Background: an optimization exercise with open tools, aiming at small area and a short achievable clock period. Do not read the settings as production practice.
Only simulation tests tie the RTL to the original design; equivalence was not proved.
Power figures rest on the tool's default switching activity, not on a simulated workload.

==> flow/design.v <==
module single_cycle_processor(clk,reset,imem_addr,imem_data,dmem_addr,dmem_wdata,dmem_we,dmem_rdata);
	input clk;
	input reset;
	output [31:0] imem_addr;
	input [31:0] imem_data;
	output [31:0] dmem_addr;
	output [31:0] dmem_wdata;
	output dmem_we;
	input [31:0] dmem_rdata;
	wire [31:0] ins = imem_data;
	wire [3:0] cond = ins[31:28];
	wire [1:0] op = ins[27:26];
	wire [5:0] funct = ins[25:20];
	wire [3:0] rn = ins[19:16];
	wire [3:0] rd = ins[15:12];
	wire [3:0] rm = ins[3:0];
	reg [31:0] pc;
	reg [31:0] r15;
	wire [511:0] rq;    
	wire cond0 = (cond == 4'b0000);
	wire is_dp = (op == 2'b00);
	wire is_mem = (op == 2'b01);
	wire f_sub = (funct == 6'b000100) | (funct == 6'b010101);
	wire f_and = (funct == 6'b000000);
	wire f_orr = (funct == 6'b011000);
	wire f_lsr = (funct == 6'b111110);
	wire f_lsl = (funct == 6'b111100);
	wire f_cmp = (funct == 6'b010101);
	wire big = ins[11] | ins[7] | ins[6] | ins[5];    
	wire s_mem = is_mem;
	wire s_and = is_dp & f_and;
	wire s_orr = is_dp & f_orr;
	wire s_lsr = is_dp & f_lsr & ~big;
	wire s_lsl = is_dp & f_lsl & ~big;
	wire s_sum = ~is_mem & ~(is_dp & (f_and | f_orr | f_lsr | f_lsl));
	wire sub = is_dp & f_sub;
	wire reg_we = cond0 & ((is_dp & ~f_cmp) | (is_mem & (funct == 6'b011001)));
	assign dmem_we = cond0 & is_mem & (funct == 6'b011000);
	wire [3:0] a2 = is_mem ? rd : rm;
	wire [31:0] ra, rb;
	rf_read u_rda(.sel(rn), .rq(rq), .out(ra));
	rf_read u_rdb(.sel(a2), .rq(rq), .out(rb));
	wire [31:0] imm12 = {19'b0, ins[11], ins[11:0]};
	addr_add u_aadd(.a(ra), .b(imm12), .s(dmem_addr));
	assign dmem_wdata = rb;
	assign imem_addr = pc;
	wire [31:0] sum;
	alu_add u_alu(.a(ra), .b(rb ^ {32{sub}}), .cin(sub), .s(sum));
	wire [31:0] sr, sl;
	shifter u_sh(.a(ra), .left(~funct[1]), .amt(ins[4:0]), .sr(sr), .sl(sl));
	wire [31:0] result = ({32{s_mem}} & dmem_rdata)
	                   | ({32{s_and}} & (ra & rb))
	                   | ({32{s_orr}} & (ra | rb))
	                   | ({32{s_lsr}} & sr)
	                   | ({32{s_lsl}} & sl)
	                   | ({32{s_sum}} & sum);
	wire [31:0] pc1, pc2;
	pc_inc u_inc(.pc(pc), .pc1(pc1), .pc2(pc2));
	always @(posedge clk) begin
		pc <= reset ? 32'd0 : (cond0 ? pc1 : result);
		r15 <= reset ? 32'd0 : pc2;
	end
	assign rq[511:480] = r15;
	wire [31:0] wd = result & {32{~reset}};
	genvar i;
	generate for (i = 0; i < 15; i = i + 1) begin : g_rf
		reg [31:0] q;
		wire en = reset | (reg_we & (rd == i));
		always @(posedge clk)
			if (en) q <= wd;
		assign rq[32*i+31:32*i] = q;
	end endgenerate
endmodule
module rf_read(sel, rq, out);
	input [3:0] sel;
	input [511:0] rq;
	output reg [31:0] out;
	wire [15:0] oh = 16'd1 << sel;
	integer k;
	always @(*) begin
		out = 32'd0;
		for (k = 0; k < 16; k = k + 1)
			out = out | ({32{oh[k]}} & rq[32*k +: 32]);
	end
endmodule
module pc_inc(pc, pc1, pc2);
	input [31:0] pc;
	output [31:0] pc1, pc2;
	wire [31:0] t;
	assign t[0] = 1'b0;
	assign t[1] = 1'b1;
	genvar i;
	generate for (i = 2; i < 32; i = i + 1) begin : g_inc
		assign t[i] = t[i-1] & pc[i-1];
	end endgenerate
	assign pc2 = {pc[31:1] ^ t[31:1], pc[0]};
	assign pc1 = pc[0] ? {pc2[31:1], 1'b0} : {pc[31:1], 1'b1};
endmodule
module shifter(a, left, amt, sr, sl);
	input [31:0] a;
	input left;
	input [4:0] amt;
	output [31:0] sr, sl;
	wire [31:0] a_rev;
	genvar i;
	generate for (i = 0; i < 32; i = i + 1) begin : g_rev
		assign a_rev[i] = a[31 - i];
		assign sl[i] = sr[31 - i];
	end endgenerate
	wire [31:0] sh0 = left ? a_rev : a;
	wire [31:0] sh1 = amt[0] ? {1'b0, sh0[31:1]} : sh0;
	wire [31:0] sh2 = amt[1] ? {2'b0, sh1[31:2]} : sh1;
	wire [31:0] sh3 = amt[2] ? {4'b0, sh2[31:4]} : sh2;
	wire [31:0] sh4 = amt[3] ? {8'b0, sh3[31:8]} : sh3;
	assign sr = amt[4] ? {16'b0, sh4[31:16]} : sh4;
endmodule
module addr_add(a, b, s);
	input [31:0] a, b;
	output [31:0] s;
	prefix_add #(.N(32), .BK(0)) u(.a(a), .b(b), .cin(1'b0), .s(s));
endmodule
module alu_add(a, b, cin, s);
	input [31:0] a, b;
	input cin;
	output [31:0] s;
	prefix_add #(.N(32), .BK(1)) u(.a(a), .b(b), .cin(cin), .s(s));
endmodule
module prefix_add #(parameter N = 32, parameter BK = 0) (a, b, cin, s);
	input [N-1:0] a, b;
	input cin;
	output [N-1:0] s;
	reg [N-1:0] g, p, gg, pp;
	reg [N:0] c;
	integer i, j, d;
	always @(*) begin
		g = a & b;
		p = a ^ b;
		g[0] = g[0] | (p[0] & cin);
		gg = g;
		pp = p;
		if (BK == 0) begin
			for (d = 1; d < N; d = d * 2)
				for (i = 0; i < N; i = i + 1)
					if ((i / d) % 2 == 1) begin
						j = (i / d) * d - 1;
						gg[i] = gg[i] | (pp[i] & gg[j]);
						pp[i] = pp[i] & pp[j];
					end
		end else begin
			for (d = 1; d < N; d = d * 2)
				for (i = 2 * d - 1; i < N; i = i + 2 * d) begin
					gg[i] = gg[i] | (pp[i] & gg[i - d]);
					pp[i] = pp[i] & pp[i - d];
				end
			for (d = N / 2; d >= 1; d = d / 2)
				for (i = 3 * d - 1; i < N; i = i + 2 * d) begin
					gg[i] = gg[i] | (pp[i] & gg[i - d]);
					pp[i] = pp[i] & pp[i - d];
				end
		end
		c[0] = cin;
		for (i = 0; i < N; i = i + 1)
			c[i + 1] = gg[i];
	end
	assign s = p ^ c[N-1:0];
endmodule
Settings: LEC_CHECK=0, CAP_MARGIN=20, CORE_MARGIN=2, CORE_UTILIZATION=40, SETUP_SLACK_MARGIN=3, SLEW_MARGIN=20; clock period 12.0 ns.
run.sh (not shown) runs the stock make flow with config.mk's settings and CLKGATE_MAP_FILE= SYNTH_SCRIPT=/design/flow/synth_recipe.tcl, a recipe that flattens the netlist after the stock synthesis.
Next try:
- SETUP_SLACK_MARGIN: 3 -> not set
=>
- worst hold slack improves by 4.7 ps
- power shrinks by about 3%
- die area is unchanged
- setup slack degrades by 1900 ps
- via count shrinks by about 4%
- sequential power hardly moves
- maximum frequency shrinks by about 17%
- wire length shrinks by about 5%
- cell count shrinks by 3.6%

[re-timing with driven ports]
No port has a modelled driver above. Below, the same layouts with a new extraction and two added sets of constraints. Step 1 sets driving cells, clkbuf_16 on the clock port and buf_2 on the other inputs (assumed; they add their load-dependent delay and slew). Step 2 moves the port delays by t, midway between the first and last clock arrival at a register: inputs arrive t later, outputs are due t later. That takes back most of the time a late clock gives input paths. a / b / c = ideal / step 1 / step 2; a / b = the first two.
run	t (ns)	slack for setup (ns)	hold WS [ns]	slew at the worst register clock pin (ns)	cell pins on the clock port's net
the first run	0.709	2.879 / 2.645 / 2.428	0.519 / 0.519 / 0.519	0.07 / 0.07	1
the second run	0.706	0.950 / 0.925 / 0.906	0.523 / 0.523 / 0.523	0.07 / 0.07	1
After both steps setup and hold are still met in every run listed. The setup slack of the first run, which loses most, moves by -0.234 ns with the drivers and by -0.451 ns with both steps.
